What follows belongs to an exercise in optimizing a design on an open flow for small area and a short achievable clock period; a production flow would make more cautious choices.
Function was checked by simulation only, so behaviour that the tests miss may differ from the original.
Power is estimated from default activity; no workload was simulated.

===== flow/config.mk =====
export PLATFORM = sky130hd
export DESIGN_NAME = Processor_Main_Module
export DESIGN_NICKNAME = Processor_Main_Module
export VERILOG_FILES = /design/flow/design.v
export SDC_FILE = /design/flow/constraint.sdc
export NUM_CORES = 4
export LEC_CHECK = 0
export CAP_MARGIN = 20
export CORE_MARGIN = 2
export CORE_UTILIZATION = 40
export SLEW_MARGIN = 20

===== flow/constraint.sdc =====
create_clock -name core_clock -period 12.5 [get_ports {clk}]
set_input_delay 2.5000 -clock core_clock [delete_from_list [all_inputs] [get_ports {clk}]]
set_output_delay 2.5000 -clock core_clock [all_outputs]
set_load 0.01 [all_outputs]

===== flow/design.v =====
`timescale 1ns / 1ps
module ALU_8bit(A,B,data_in,op_dec,clk,mem_en_dec,mem_rw_dec,mem_mux_sel_dec,RW_dec,reset,flag_ex,ans_ex,data_out,B_Bypass,
mem_en_ex,mem_rw_ex,mem_mux_sel_ex,RW_ex);
input [7:0]A,B,data_in;
input [4:0]op_dec,RW_dec;
input clk,mem_en_dec,mem_rw_dec,mem_mux_sel_dec,reset;
output reg [7:0]data_out,B_Bypass;
output reg [7:0]ans_ex;
output reg [4:0]RW_ex;
output wire[3:0]flag_ex;
output reg mem_en_ex,mem_rw_ex,mem_mux_sel_ex;
wire [7:0]add,i_add;
wire overflow_add,carry_add;
wire [7:0]ct;
wire [7:0]ans_temp;
wire [7:0]data_temp_out;
wire [7:0]sub,i_sub;
wire overflow_sub,carry_sub;
wire [7:0]cs;
wire [7:0]temp_B,i_B;
wire [7:0]ans_and;
wire [7:0]ans_or;
wire [7:0]ans_xor;
wire [7:0]ans_not;
wire [7:0]ans_ls;
wire [7:0]ans_rs;
wire [7:0]ans_rsa;
wire [3:0]flag_temp;
wire [7:0]ans_ld;
wire	[7:0] temp_ans_ex;
wire  [7:0] temp_data_out;
wire	[7:0]temp_B_Bypass;
wire	temp_mem_en_ex;
wire	temp_mem_rw_ex;
wire	temp_mem_mux_sel_ex;
wire	[4:0]temp_RW_ex;
reg [3:0]temp_flag;
assign {ct[0],add[0]}=A[0]+B[0];       
assign {ct[1],add[1]}=A[1]+B[1]+ct[0];
assign {ct[2],add[2]}=A[2]+B[2]+ct[1];
assign {ct[3],add[3]}=A[3]+B[3]+ct[2];
assign {ct[4],add[4]}=A[4]+B[4]+ct[3];
assign {ct[5],add[5]}=A[5]+B[5]+ct[4];
assign {ct[6],add[6]}=A[6]+B[6]+ct[5];
assign {ct[7],add[7]}=A[7]+B[7]+ct[6];
assign overflow_add=ct[7]^ct[6];
assign carry_add=ct[7];
assign i_add=add;
assign {cs[0],sub[0]}=A[0]+ans_not[0]+1'b1;            
assign {cs[1],sub[1]}=A[1]+ans_not[1]+cs[0];
assign {cs[2],sub[2]}=A[2]+ans_not[2]+cs[1];
assign {cs[3],sub[3]}=A[3]+ans_not[3]+cs[2];
assign {cs[4],sub[4]}=A[4]+ans_not[4]+cs[3];
assign {cs[5],sub[5]}=A[5]+ans_not[5]+cs[4];
assign {cs[6],sub[6]}=A[6]+ans_not[6]+cs[5];
assign {cs[7],sub[7]}=A[7]+ans_not[7]+cs[6];
assign overflow_sub=cs[7]^cs[6];
assign carry_sub=cs[7];
assign i_sub=sub;                             
assign temp_B=B;             
assign i_B=temp_B;           
assign ans_and=A&B;          
assign ans_or=A|B;           
assign ans_xor=A^B;     
assign ans_not=~(B);       
assign ans_ls=A<<B;         
assign ans_rs=A>>B;     
assign ans_rsa=(B[2:0] == 3'b000) ? ans_rs : 
((B[2:0] == 3'b001) ? {A[7],ans_rs[6:0]}:
((B[2:0] == 3'b010)?{A[7],A[7],ans_rs[5:0]}:
((B[2:0] == 3'b011)?{A[7],A[7],A[7],ans_rs[4:0]}:
((B[2:0] == 3'b100)?{A[7],A[7],A[7],A[7],ans_rs[3:0]}:
((B[2:0] == 3'b101)?{A[7],A[7],A[7],A[7],A[7],ans_rs[2:0]}:
((B[2:0] == 3'b110)?{A[7],A[7],A[7],A[7],A[7],A[7],ans_rs[1:0]}:
((B[2:0] == 3'b111)?{A[7],A[7],A[7],A[7],A[7],A[7],A[7],ans_rs[0]}:A[7:0]))))))) ;         
assign ans_ld=A;                 
assign ans_temp=(op_dec==5'b00000) ? add :   
((op_dec==5'b00001) ? sub :                  
((op_dec==5'b00010) ? temp_B :               
((op_dec==5'b00100) ? ans_and :             
((op_dec==5'b00101) ? ans_or :                
((op_dec==5'b00110) ? ans_xor  :              
((op_dec==5'b00111) ? ans_not :               
((op_dec==5'b01000) ? i_add :                  
((op_dec==5'b01001) ? i_sub :                  
((op_dec==5'b01010) ? i_B :                    
((op_dec==5'b01100) ? ans_and :                 
((op_dec==5'b01101) ? ans_or :                  
((op_dec==5'b01110) ? ans_xor :                  
((op_dec==5'b01111) ? ans_not :                   
((op_dec==5'b10000) ? ans_ex :                    
((op_dec==5'b10001) ? ans_ex :                    
((op_dec==5'b10100) ? ans_ld:                         
((op_dec==5'b10101) ? A:                         
((op_dec==5'b10110) ? data_in :                   
((op_dec==5'b10111) ? ans_ex :                    
((op_dec==5'b11000) ? ans_ex :
((op_dec==5'b11001) ? ans_ls :
((op_dec==5'b11010) ? ans_rs :
((op_dec==5'b11011) ? ans_rsa :
((op_dec==5'b11100) ? ans_ex :
((op_dec==5'b11101) ? ans_ex :
((op_dec==5'b11110) ? ans_ex :ans_ex
 ))))))))))))))))))))))))));
assign flag_temp=(op_dec==16||op_dec==17) ? 4'b0000 :   
((op_dec==2||op_dec==4||op_dec==5||op_dec==6||op_dec==7||op_dec==10||op_dec==12||op_dec==13||op_dec==14||op_dec==15||op_dec==22||op_dec==25||op_dec==26||op_dec==27) ? {ans_temp[0]^ans_temp[1]^ans_temp[2]^ans_temp[3]^ans_temp[4]^ans_temp[5]^ans_temp[6]^ans_temp[7],1'b0,~(ans_temp[0]|ans_temp[1]|ans_temp[2]|ans_temp[3]|ans_temp[4]|ans_temp[5]|ans_temp[6]|ans_temp[7]),1'b0} :
((op_dec==0||op_dec==8) ? {(ans_temp[0]^ans_temp[1]^ans_temp[2]^ans_temp[3]^ans_temp[4]^ans_temp[5]^ans_temp[6]^ans_temp[7]),overflow_add,~(ans_temp[0]|ans_temp[1]|ans_temp[2]|ans_temp[3]|ans_temp[4]|ans_temp[5]|ans_temp[6]|ans_temp[7]),carry_add} :
((op_dec==1||op_dec==9) ? {(ans_temp[0]^ans_temp[1]^ans_temp[2]^ans_temp[3]^ans_temp[4]^ans_temp[5]^ans_temp[6]^ans_temp[7]),overflow_sub,~(ans_temp[0]|ans_temp[1]|ans_temp[2]|ans_temp[3]|ans_temp[4]|ans_temp[5]|ans_temp[6]|ans_temp[7]),carry_sub} :
temp_flag)));
assign flag_ex=flag_temp;
assign data_temp_out = (op_dec==5'b10111) ? A : data_out;
assign temp_ans_ex=(reset==1'b0)?8'b00000000 : ans_temp;
assign temp_B_Bypass=(reset==1'b0)?8'b00000000 : B;
assign temp_data_out=(reset==1'b0)?8'b00000000 : data_temp_out;
assign temp_mem_en_ex=(reset==1'b0)?1'b0 : mem_en_dec; 
assign temp_mem_rw_ex=(reset==1'b0)?1'b0 : mem_rw_dec;
assign temp_mem_mux_sel_ex=(reset==1'b0)?1'b0 : mem_mux_sel_dec;
assign temp_RW_ex=(reset==1'b0)?5'b00000 : RW_dec;
always@(posedge clk)  
	begin                          
		 ans_ex<=temp_ans_ex;     
		 B_Bypass<=temp_B_Bypass;
		 data_out<=temp_data_out;
		mem_en_ex<=temp_mem_en_ex;
		mem_rw_ex<=temp_mem_rw_ex;
		mem_mux_sel_ex<=temp_mem_mux_sel_ex;
		RW_ex<=temp_RW_ex;
		temp_flag<=flag_temp;
	end
endmodule
`timescale 1ns / 1ps
module Data_mem(mux_ans_dm,RW_dm,ans_ex,B_Bypass,RW_ex,mem_en_ex,mem_rw_ex,mem_mux_sel_ex,clk,reset,dmem_rdata );
output [7:0]mux_ans_dm;
output reg [4:0]RW_dm;
input [7:0]ans_ex,B_Bypass;
input [4:0]RW_ex;
input  mem_en_ex,mem_rw_ex,mem_mux_sel_ex,clk,reset;
input [7:0]dmem_rdata;	 
reg mem_mux_sel_dm;
reg [7:0]ans_reg;
wire [4:0] RW_dm_temp;
wire [7:0] ans_reg_temp;
wire mem_mux_sel_dm_temp;
wire [7:0]ans_dm;
assign RW_dm_temp = (reset==1'b1) ? RW_ex : 5'b0;
assign ans_reg_temp = (reset==1'b1) ? ans_ex : 8'b0;
assign mem_mux_sel_dm_temp = (reset==1'b1) ? mem_mux_sel_ex: 1'b0;
always@(posedge clk)     
begin 
	RW_dm <= RW_dm_temp;
	ans_reg <= ans_reg_temp;
	mem_mux_sel_dm<=mem_mux_sel_dm_temp;
end
assign ans_dm = dmem_rdata;
assign mux_ans_dm = (mem_mux_sel_dm == 1) ? ans_dm: ans_reg; 
endmodule
`timescale 1ns / 1ps
module Dependency_check(mux_sel_A,mux_sel_B,imm_sel,imm,mem_en_dec,mem_rw_dec,mem_mux_sel_dec,RW_dec,op_dec,ins,clk,reset);
output [1:0]mux_sel_A,mux_sel_B;
output imm_sel;
output [7:0]imm;
output mem_en_dec,mem_rw_dec,mem_mux_sel_dec;
output [4:0]RW_dec,op_dec;
input [19:0]ins;
input clk,reset;
wire temp0,temp1,temp2,temp3,temp4;
wire And_ld,And_imm,And2,And3,And4,And5,And6,And7,knor1;
wire [14:0]And1;
wire [4:0]temp;
reg [4:0]op_dec;
reg Q_temp1,Q_temp2,Q_temp3; 
reg imm_sel;
wire [4:0]i_temp1;
reg [4:0]R1,R2,R3,R4,R5,R6;
wire C1,C2,C3,C4,C5,C6;
wire [4:0]A1_temp1,A1_temp2,A1_temp3;
wire A1,A2,A3,A4;
reg [4:0]ins_temp;
wire temp_Q_temp1;
wire [4:0]temp_op_dec,temp_R1,temp_R2,temp_R3,temp_R4,temp_R5,temp_R6;
wire temp_imm_sel;
wire temp_Q_temp3;	
wire [4:0]temp_ins_temp;
assign temp=ins[19:15];
assign i_temp1=ins[4:0];
assign temp0 = ins[15];					 
assign temp1 = ins[16];
assign temp2 = ins[17];
assign temp3 = ins[18];
assign temp4 = ins[19];
	assign temp_op_dec=(reset == 1'b1 )?temp:5'b0;
	assign And_ld=((~temp1)&temp2&(~temp3)&temp4);
	assign And_imm=((~temp4)&temp3);
	assign And2=((~temp0)&(~temp1)&(~temp2)&(temp3)&(temp4));
	assign And3=((temp2)&(temp3)&(temp4));
	assign And4=((~temp0)&(~temp1)&(temp2)&(~temp3)&(temp4)&(~Q_temp1));
	assign temp_Q_temp1=(reset == 1'b1 )?And4:1'b0;
	assign knor1=(~(And2|And3|Q_temp1));
	assign And1[0]=(ins[0]&knor1);
	assign And1[1]=(ins[1]&knor1);
	assign And1[2]=(ins[2]&knor1);
	assign And1[3]=(ins[3]&knor1);
	assign And1[4]=(ins[4]&knor1);
	assign And1[5]=(ins[5]&knor1);
	assign And1[6]=(ins[6]&knor1);
	assign And1[7]=(ins[7]&knor1);
	assign And1[8]=(ins[8]&knor1);
	assign And1[9]=(ins[9]&knor1);
	assign And1[10]=(ins[10]&knor1);
	assign And1[11]=(ins[11]&knor1);
	assign And1[12]=(ins[12]&knor1);
	assign And1[13]=(ins[13]&knor1);
	assign And1[14]=(ins[14]&knor1);
	assign A1_temp1=And1[4:0];
	assign A1_temp2=And1[9:5];
	assign A1_temp3=And1[14:10];
	assign temp_imm_sel=(reset == 1'b1 )?And_imm:1'b0;
	assign And5=(temp0&(~Q_temp2));
	wire temp_Q_temp2;
	assign temp_Q_temp2=(reset == 1'b1 )?And5:1'b0;
assign mem_rw_dec=Q_temp2;
assign And6=(And_ld&(~Q_temp2));
	assign temp_Q_temp3=(reset == 1'b1 )?And6:1'b0;
	assign And7=((~Q_temp2)&Q_temp3);
	assign mem_mux_sel_dec=And7;
	assign mem_en_dec=Q_temp3;
	assign temp_ins_temp[4:0]=(reset == 1'b1 )?i_temp1[4:0]:5'b0;
	assign imm[7:0]={3'b000,ins_temp[4:0]};
	assign temp_R1[4:0]=(reset == 1'b1 )?A1_temp2[4:0]:5'b0;
	assign temp_R2[4:0]=(reset == 1'b1 )?A1_temp3[4:0]:5'b0;
	assign temp_R3[4:0]=(reset == 1'b1 )?R2[4:0]:5'b0;
	assign temp_R4[4:0]=(reset == 1'b1 )?R3[4:0]:5'b0;
	assign temp_R5[4:0]=(reset == 1'b1 )?R4[4:0]:5'b0;
	assign temp_R6[4:0]=(reset == 1'b1 )?A1_temp1[4:0]:5'b0;
	assign RW_dec[4:0]=R2; 
	always@(posedge clk)
	begin
		op_dec <= temp_op_dec;
		Q_temp1<=temp_Q_temp1;
		imm_sel<=temp_imm_sel;
		Q_temp2<=temp_Q_temp2;
		Q_temp3<=temp_Q_temp3;
		ins_temp <= temp_ins_temp;
		R1 <= temp_R1;
		R2 <= temp_R2;
		R3 <= temp_R3;
		R4 <= temp_R4;
		R5 <= temp_R5;
		R6 <= temp_R6;
	end
assign C1= (R3==R1)?1'b1:1'b0;
assign C2= (R4==R1)?1'b1:1'b0;
assign C3= (R5==R1)?1'b1:1'b0;
assign C4= (R3==R6)?1'b1:1'b0;
assign C5= (R4==R6)?1'b1:1'b0;
assign C6= (R5==R6)?1'b1:1'b0;
assign A1=((~C1)&C2);
assign A2=((~C1)&(~C2)&C3);
assign A3=((~C4)&C5);
assign A4=((~C4)&(~C5)&C6);
assign mux_sel_A = ((A2==1)?2'b11:((A1==1)?2'b10:((C1==1)?2'b01:2'b00)));
assign mux_sel_B = ((A4==1)?2'b11:((A3==1)?2'b10:((C4==1)?2'b01:2'b00)));
endmodule
`timescale 1ns / 1ps
module Jump_Control_Block(pc_mux_sel,jmp_loc,ins,clk, interrupt,current_address, flag_ex, reset);
input[19:0] ins;			 
input clk,reset,interrupt;
input [7:0]current_address;
input [3:0]flag_ex;
output pc_mux_sel;   		 
output [7:0]jmp_loc;
wire JC,JNC,JZ,JNZ,JMP,RET;
wire temp0,temp1,temp2,temp3,temp4;
wire [7:0]jumpaddress,jumpaddress1;
reg sel_mux_0;
wire [7:0]current_address1;
reg [7:0]current_address2;
wire [3:0]flag_ex1;
reg [3:0]flag_ex2;
wire [3:0]final_flag;
wire and0,and1,and2,and3;
wire temp_sel_mux_0;
wire [7:0]temp_current_address2;
wire [3:0]temp_flag_ex2; 
assign jumpaddress = ins[7:0];
assign flag0=final_flag[0];            
assign flag1=final_flag[1];
assign temp0 = ins[15];					 
assign temp1 = ins[16];
assign temp2 = ins[17];
assign temp3 = ins[18];
assign temp4 = ins[19];
assign JC = ((~temp0)&(~temp1)&temp2&temp3&temp4);     
assign JNC = ((~temp1)&(temp0)&(temp2)&(temp3)&(temp4));
assign JZ = ((~temp0)&(temp1)&(temp2)&(temp3)&(temp4));
assign JNZ = ((temp0)&(temp1)&temp2&temp3&temp4);
assign JMP = ((~temp0)&(~temp1)&(~temp2)&temp3&temp4);      
assign temp_sel_mux_0=(reset==1)? interrupt:1'b0;
always@(posedge clk)
begin
		sel_mux_0 <= temp_sel_mux_0;
		current_address2 <= temp_current_address2; 		 
		flag_ex2 <= temp_flag_ex2;                 
end
assign jumpaddress1= (sel_mux_0==1'b0) ? jumpaddress : 8'hf0;  
assign temp_current_address2=(reset==1)?current_address1:8'b0;
assign current_address1 =(interrupt==1'b0) ? current_address2 :current_address;  
assign temp_flag_ex2=(reset==1)?flag_ex1:4'b0;
assign flag_ex1= (interrupt==1'b0) ?flag_ex2:flag_ex;	 
assign RET = ((~temp0)&(~temp1)&(~temp2)&(~temp3)&temp4);
assign final_flag= (RET==1'b0)?flag_ex:flag_ex2; 
assign jmp_loc=(RET==0) ? jumpaddress1:current_address2;
assign and0=(JC&(flag0));
assign and1=(JNC&(~flag0));
assign and2=(JZ&(flag1));
assign and3=(JNZ&(~flag1));
assign pc_mux_sel= (and0|and1|and2|and3|RET|JMP|sel_mux_0); 
endmodule
`timescale 1ns / 1ps
module Program_Counter(jmp_loc,pc_mux_sel,stall,stall_pm,reset,clk,ins,ins_pm,current_address,imem_data);
output [19:0] ins, ins_pm;	
output [7:0] current_address;
input [7:0] jmp_loc;
input pc_mux_sel, stall, stall_pm, reset, clk;
input [19:0] imem_data;	 
reg [7:0] address_hold, next_address;
reg [19:0]Ins_temp;
wire [7:0] current_address_temp;
wire en;
wire [7:0]temp_address_hold,temp_next_address;    
reg init;		
wire [19:0]temp_wire;
wire [19:0]temp_ins;
wire [7:0]temp_current_address;
assign temp_wire = imem_data;
assign en = 1;
assign temp_address_hold=(reset==1 )? current_address:8'b0;
assign temp_next_address=(reset==1 )? current_address+1'b1:8'b0;
assign temp_ins =(reset==1)?ins:20'b0;
always@(posedge clk)     
begin                   
		address_hold <= temp_address_hold;              
		next_address <= temp_next_address;       
		Ins_temp<=temp_ins;
		init<=reset;
	end                                                 
assign current_address_temp = (stall == 1'b1) ? address_hold : next_address;   
assign temp_current_address = (pc_mux_sel == 1'b0) ? current_address_temp : jmp_loc;
assign current_address= ( init== 1'b1)?temp_current_address :8'b0;
assign ins = (stall_pm == 1'b1) ? Ins_temp : temp_wire;    
assign ins_pm= (init== 1'b1) ? ins : 20'b0;
endmodule
`timescale 1ns / 1ps
module Reg_Bank(ins,RW_dm,ans_ex,mux_ans_dm,ans_wb,imm,mux_sel_A,mux_sel_B,imm_sel,clk,reset,A,B);
input[19:0] ins;
input[4:0] RW_dm;
input[7:0] ans_ex,mux_ans_dm,ans_wb,imm;
input[1:0] mux_sel_A,mux_sel_B;
input imm_sel,clk,reset;
output[7:0] A,B;
wire[7:0] temp_B;
reg [7:0] R_Bank[0:31];
wire[4:0] RA,RB;
reg[7:0] reg_A,reg_B;
assign RA=ins[9:5];
assign RB=ins[4:0];
integer i;
assign A = (mux_sel_A ==2'b00)?reg_A:((mux_sel_A ==2'b01)?ans_ex : ((mux_sel_A ==2'b10)?mux_ans_dm:ans_wb)); 
assign temp_B = (mux_sel_B[1] == 0) ? ((mux_sel_B[0] == 0) ? reg_B: ans_ex) : ((mux_sel_B[0] == 0) ? mux_ans_dm: ans_wb); 
assign B = (imm_sel==1'b0)?temp_B:imm; 
always@(posedge clk)
begin
	if(reset==1'b0)		 
	begin
		reg_A <= 8'b00000000;
		reg_B <= 8'b00000000;
		for(i=0;i<32;i=i+1)
			R_Bank[i] <= i[7:0];	 
	end
	else
	begin
	reg_A <= R_Bank[RA];
	reg_B <= R_Bank[RB];
	R_Bank[RW_dm]<=mux_ans_dm;
	end
end
endmodule
`timescale 1ns / 1ps
module Stall_control_Block(ins_pm,clk,reset,stall,stall_pm);
input[19:0] ins_pm;			 
input clk,reset;
output stall,stall_pm;		 
reg stall_pm;
wire temp1,temp2,temp3,temp4,temp5;		 
wire hlt,ld,jump;
reg Q_temp1,Q_temp2,Q_temp3;
assign temp1 = ins_pm[15];					 
assign temp2 = ins_pm[16];
assign temp3 = ins_pm[17];
assign temp4 = ins_pm[18];
assign temp5 = ins_pm[19];
wire temp_Q_temp1,temp_Q_temp2,temp_Q_temp3,temp_stall_pm;
assign temp_Q_temp1=(reset==1'b0)?1'b0:ld;
assign temp_Q_temp2=(reset==1'b0)?1'b0:jump;
assign temp_Q_temp3=(reset==1'b0)?1'b0:Q_temp2;
assign temp_stall_pm=(reset==1'b0)?1'b0:stall;
always@(posedge clk)						 
begin
		Q_temp1<=temp_Q_temp1;
	Q_temp2<=temp_Q_temp2;	
	Q_temp3<=temp_Q_temp3;
	stall_pm<=temp_stall_pm;
end
assign jump= (temp5&temp4&temp3&(~Q_temp3)); 		 
assign ld= ((~temp1)&(~temp2)&temp3&(~temp4)&temp5&(~Q_temp1));
assign hlt= ((temp1)&(~temp2)&(~temp3)&(~temp4)&temp5);
assign stall=(reset == 1'b0)? 1'b0 : (jump|ld|hlt);
endmodule
`timescale 1us / 1ps
module Write_Back(clk,reset,mux_ans_dm,ans_wb);
input clk,reset;
input [7:0]mux_ans_dm;
output reg [7:0]ans_wb;
wire [7:0]temp_ans_wb;
assign temp_ans_wb=(reset==1'b0)?8'h00:mux_ans_dm;
always@(posedge clk)
begin
	ans_wb<=temp_ans_wb;
end
endmodule
`timescale 1ns / 1ps
module Processor_Main_Module(data_in,clk,reset,data_out,ins,A,B,current_address,ans_ex,mux_ans_dm,ans_wb,interrupt,
imem_data,dmem_rdata,dmem_en,dmem_we,dmem_wdata);
input [7:0] data_in;
input clk;
input interrupt;
input reset;
output [7:0] data_out;
input [19:0] imem_data;
input [7:0] dmem_rdata;
output dmem_en;
output dmem_we;
output [7:0] dmem_wdata;
output [19:0] ins;
output [7:0] A;
output [7:0] B;
output [7:0] current_address;
output [7:0] ans_ex;
output [7:0] mux_ans_dm;
output [7:0] ans_wb;
 wire [4:0]op_dec,RW_dec,RW_dm,RW_ex;
 wire mem_en_dec,mem_rw_dec,mem_mux_sel_ex,mem_mux_sel_dec,mem_en_ex,mem_rw_ex,stall,pc_mux_sel,stall_pm,imm_sel;
 wire [1:0]mux_sel_A,mux_sel_B;
 wire [3:0]flag_ex;
 wire [7:0]B_Bypass,jmp_loc,imm;
 wire [19:0] ins_pm;
ALU_8bit alu(A,B,data_in,op_dec,clk,mem_en_dec,mem_rw_dec,mem_mux_sel_dec,RW_dec,reset,flag_ex,ans_ex,data_out,B_Bypass,
mem_en_ex,mem_rw_ex,mem_mux_sel_ex,RW_ex);
Data_mem data_mem_call(mux_ans_dm,RW_dm,ans_ex,B_Bypass,RW_ex,mem_en_ex,mem_rw_ex,mem_mux_sel_ex,clk,reset,dmem_rdata );
Dependency_check dep_check(mux_sel_A,mux_sel_B,imm_sel,imm,mem_en_dec,mem_rw_dec,mem_mux_sel_dec,RW_dec,op_dec,ins,clk,reset);
Program_Counter prog_counter_call(jmp_loc,pc_mux_sel,stall,stall_pm,reset,clk,ins,ins_pm,current_address,imem_data);
Reg_Bank reg_bank_call(ins,RW_dm,ans_ex,mux_ans_dm,ans_wb,imm,mux_sel_A,mux_sel_B,imm_sel,clk,reset,A,B);
Jump_Control_Block jmp_ctrl_block(pc_mux_sel,jmp_loc,ins,clk, interrupt,current_address, flag_ex, reset);
Stall_control_Block stl_ctrl_call(ins_pm,clk,reset,stall,stall_pm);
Write_Back wb_call(clk,reset,mux_ans_dm,ans_wb);
assign dmem_en = mem_en_ex;
assign dmem_we = mem_rw_ex;
assign dmem_wdata = B_Bypass;
endmodule

===== flow/run.sh =====
#!/bin/bash
# synth_recipe.tcl (not shown) runs the flow's synth.tcl, then flattens the netlist and writes it again
# the make line also repeats each setting of config.mk as NAME=value (left out here)
make -C /OpenROAD-flow-scripts/flow DESIGN_CONFIG=/design/flow/config.mk WORK_HOME=/design/flow/orfs CLKGATE_MAP_FILE= SYNTH_SCRIPT=/design/flow/synth_recipe.tcl finish

==> summary.txt <==
==> worst max-delay path, delay by kind of cell <==
family / cells / cell delay (ps)
adder cells (fa/ha/maj): 6 / 2550
buffers and inverters: 7 / 1810
AO/OA/AOI/OAI: 7 / 1350
AND/OR/NAND/NOR: 3 / 820
multiplexers: 2 / 570
==> how the worst max path moves through the flow <==
stage                       start                  to  cells after the start
floorplan           dmem_rdata[1]  current_address[1]                     28
global placement    dmem_rdata[0]  current_address[1]                     30
detailed placement  dmem_rdata[0]  current_address[1]                     30
CTS                 dmem_rdata[0]  current_address[1]                     30
global route        dmem_rdata[0]  current_address[0]                     32
finish              dmem_rdata[1]  current_address[7]                     25
==> placed cells by master (no fill, tap or decap), types with 8 or more instances in the layout <==
| master | instances |
|---|---|
| xnor2_1 | 18 |
| o21ai_0 | 64 |
| dfxtp_1 | 145 |
| o32ai_1 | 10 |
| nor3_1 | 33 |
| mux2i_4 | 9 |
| nor2_1 | 363 |
| o311ai_0 | 29 |
| o31ai_1 | 8 |
| a221oi_1 | 12 |
| nand2b_1 | 11 |
| clkinv_1 | 12 |
| o211ai_1 | 13 |
| ha_1 | 18 |
| clkbuf_16 | 48 |
| or3_1 | 8 |
| a211oi_1 | 16 |
| a311o_1 | 16 |
| fa_1 | 14 |
| a311oi_1 | 96 |
| clkinv_2 | 11 |
| a31oi_1 | 21 |
| nor4_1 | 9 |
| mux2i_1 | 49 |
| inv_2 | 9 |
| inv_1 | 62 |
| a21oi_1 | 92 |
| and3_1 | 113 |
| edfxtp_1 | 256 |
| nand2_1 | 753 |
| clkdlybuf4s50_1 | 122 |
| nor2b_1 | 12 |
| nand4_1 | 11 |
| o22ai_1 | 13 |
| o221ai_1 | 10 |
| xor2_1 | 13 |
| buf_4 | 92 |
| nand3_1 | 117 |
| mux2_2 | 9 |
| and2_1 | 44 |
==> power by group through the flow <==
stage          clock network [mW]  registers [mW]  logic (mW)
6_report                     1.47            1.54        1.21
3_3_place_gp                    0            1.56        1.17
5_1_grt                      1.54            1.54        1.29
2_1_floorplan                   0            1.53       0.705
4_1_cts                      1.49            1.53        1.18
3_5_place_dp                    0            1.56        1.17
==> Yosys cell counts, drive strengths merged, types with 6 or more instances <==
cell	count	area, sq um
o22ai	13	81.3
fa	14	280
o311ai	34	298
buf	50	273
a21oi	92	460
mux2i	61	647
a221o	7	70.1
a221oi	13	120
nor4	13	133
xnor2	18	158
a311oi	96	841
edfxtp	256	7690
mux2	11	131
o21ai	67	335
o211ai	13	97.6
dfxtp	146	2920
o32ai	11	104
o2111ai	6	58.8
ha	18	225
o31ai	12	114
nor2	370	1410
nor2b	14	87.6
nor3	40	226
and3	113	707
inv	74	283
a211oi	17	133
nand2	754	2830
xor2	13	114
o221ai	10	87.6
o211a	7	70.1
a22oi	10	98.8
or3	9	61.3
nand4	12	81.3
a311o	16	160
clkbuf	162	608
a31oi	21	131
nand2b	11	68.8
nand3	118	603
and2	45	284
==> kinds of logic after synthesis <==
group | synth area share
flops | 0.446
buf+inv | 0.0497
xor+xnor | 0.0114
simple gates | 0.281
fa+ha+maj | 0.0213
compound gates | 0.158
mux | 0.0327
==> metal layers <==
layer	vias up	global-route usage
met1	11300	0.412
met3	283	0.0559
li1	10200	-
met4	2	0.139
met5	-	0
met2	1535	0.519
==> repair_timing <==
item                                    in CTS  in global routing
resized for setup                            0                  7
hold endpoints to repair                     0                  0
endpoints found under the setup margin       0                  8
hold buffers                                 0                  0
setup buffers                                0                  2
==> through the flow <==
stage / area (sq um) / utilization / hold WS, ps
2_1_floorplan: 23800 / - / 387
3_3_place_gp: 25900 / 0.439 / 402
3_5_place_dp: 25900 / 0.439 / 404
4_1_cts: 27500 / 0.467 / 416
5_1_grt: 27600 / 0.468 / 428
6_report: 27600 / 0.468 / 415
==> layout make-up <==
| class | count | share of cell area |
|---|---|---|
| inverter | 79 | 0.0111 |
| tap | 773 | 0.0351 |
| sequential | 402 | 0.385 |
| clock inverter | 31 | 0.0135 |
| multi-input combinational | 2153 | 0.439 |
| clock buffer | 56 | 0.0457 |
| timing repair buffer | 217 | 0.0707 |
==> results.toml <==
[clocking]
path_clk_slew_ps = 60
clock_path_buffers = 3
cts-root-buf = "clkbuf_16"
cts_made_buffers = 47
h-tree-depth = 2
clk_latency_ps = 630
clock-sinks = 402
cts_tree = "done"

[power_and_ir_drop]
power_per_cell_area_mw_per_mm2 = 153
switchingPower_mw = 1.46
combPwrFrac = 0.287
cellLeakagePower_nw = 10.4
seqPwrFrac = 0.364
vdd_drop_max_mv = 0.120
clock_power_share = 0.349
netSwitchingFraction = 0.345
finalPower_mw = 4.22
p_int_mw = 2.77

[worst_hold_path]
min_to = "dep_check.Q_temp1"
hold_path_depth = 1
hold_class = "reg2reg"
min-delay-start = "dep_check.Q_temp1"

[timing]
hold_viol = 0
tns_ps = 0
fmax_mhz = 82.6
rsz0062_at_grt = "no"
timing.final.ws_setup_ps = 400
min_period_ps = 12100
slew_headroom = 0.167
period_share = 0.968
tightestPinTransition_ps = 1250
finalSetupViolCount = 0
slew_viol_final = 0
fin_skew_ps = 40.6

[detailed_routing]
routed_wl_um = 99500
vias = 23400
wl_met3_um = 10400
drtPass1Iterations = 10
drt_iter0_drc = 3121
top_layer = "met5"
met1_length_um = 38100
avgRoutedWirePerCell_um = 26.8
viasPerCell = 6.29
drc = 0
ant_nets = 0
wl_met2_um = 46100

[worst_setup_path]
slowest_stage = "clkdlybuf4s50_1"
crit_type = "in2out"
crit_arrival_ps = 9600
crit_fanout = 7
reg2reg_to = "prog_counter_call.next_address[6]"
end_kind = "primary output"
critPathLaunchType = "input port"
cpMostUsedCell = "fa_1"
reg2reg_depth = 30
cp_slowest_stage_delay_ps = 550
rr_startpoint = "dep_check.R4[4]"
required_ps = 10000
reg2reg_slack_ps = 3310

[final_layout]
regMostFlops = "reg_bank_call.R_Bank"
top_regs = "reg_bank_call.R_Bank: 256 flops, prog_counter_call.Ins_temp: 16 flops"
ff_latch_area_sq_mm = 0.0106
largest_reg_flops = 256
final_layout_size_suffix_gt1_frac = 0.0871
stdcell_count = 3711
nFillCells = 5661
antenna_cells = 0
syn_to_final_growth_pct = 16.0
multi_input_area_sq_mm = 0.0121
fin_nets = 2971

[placed_design]
dp_slack_ps = 182
dp_hpwl_um = 67700
portBuffers = 124
place_inst = 3622
place.gp.congestion = 1.03

[global_route]
grt_pass1_wl_um = 145000
grtUsageTotal = 0.318
grt_pass1_vias = 22200
antenna_found_initial = 3
grt_max_degree = 131
globalRouteOverflowTotal = 0

[floorplanning]
core_area_sq_mm = 0.0589
die_y_um = 248
die-area_sq_mm = 0.0614
io_pins = 125
start_util = 0.404
die_w_um = 248
num_rows = 89

[logic_synthesis]
ys_seq_area_frac = 0.446
netlist_area_sq_mm = 0.0238
ys_ff_latch = 402
avgSynthCellArea_sq_um = 8.35
ys.flop_type = "edfxtp_1"
synth_edf_count = 256
synth_cell_types = 105
syn_nets = 2917
yosysWarnings = 10
synthArstFlopShare = 0
postSynthCellCount = 2846

[run]
max_cap_viol_count = 0

[run_status]
status = "finished clean"

-- static timing again, ports no longer ideal --
Ports are ideal in the flow. The routed layout listed here was re-timed in OpenROAD.
Step 1 sets driving cells, clkbuf_16 on the clock port and buf_2 on the other inputs (assumed; they add their load-dependent delay and slew).
Step 2 also shifts input and output timing later by t, the mid clock arrival at the registers, as if the neighbouring blocks saw the same clock.
Slacks: no drivers / after step 1 / after step 2; pairs: no drivers / after step 1.
shift t [ns]: 0.663
setup WS [ns]: 0.400 / 0.378 / 0.378
worst slew at a driven data input, ns: 0.09
After both steps setup and hold are still met in this run. For this run, drivers alone change the setup slack by -0.022 ns; drivers and shift together by -0.022 ns.
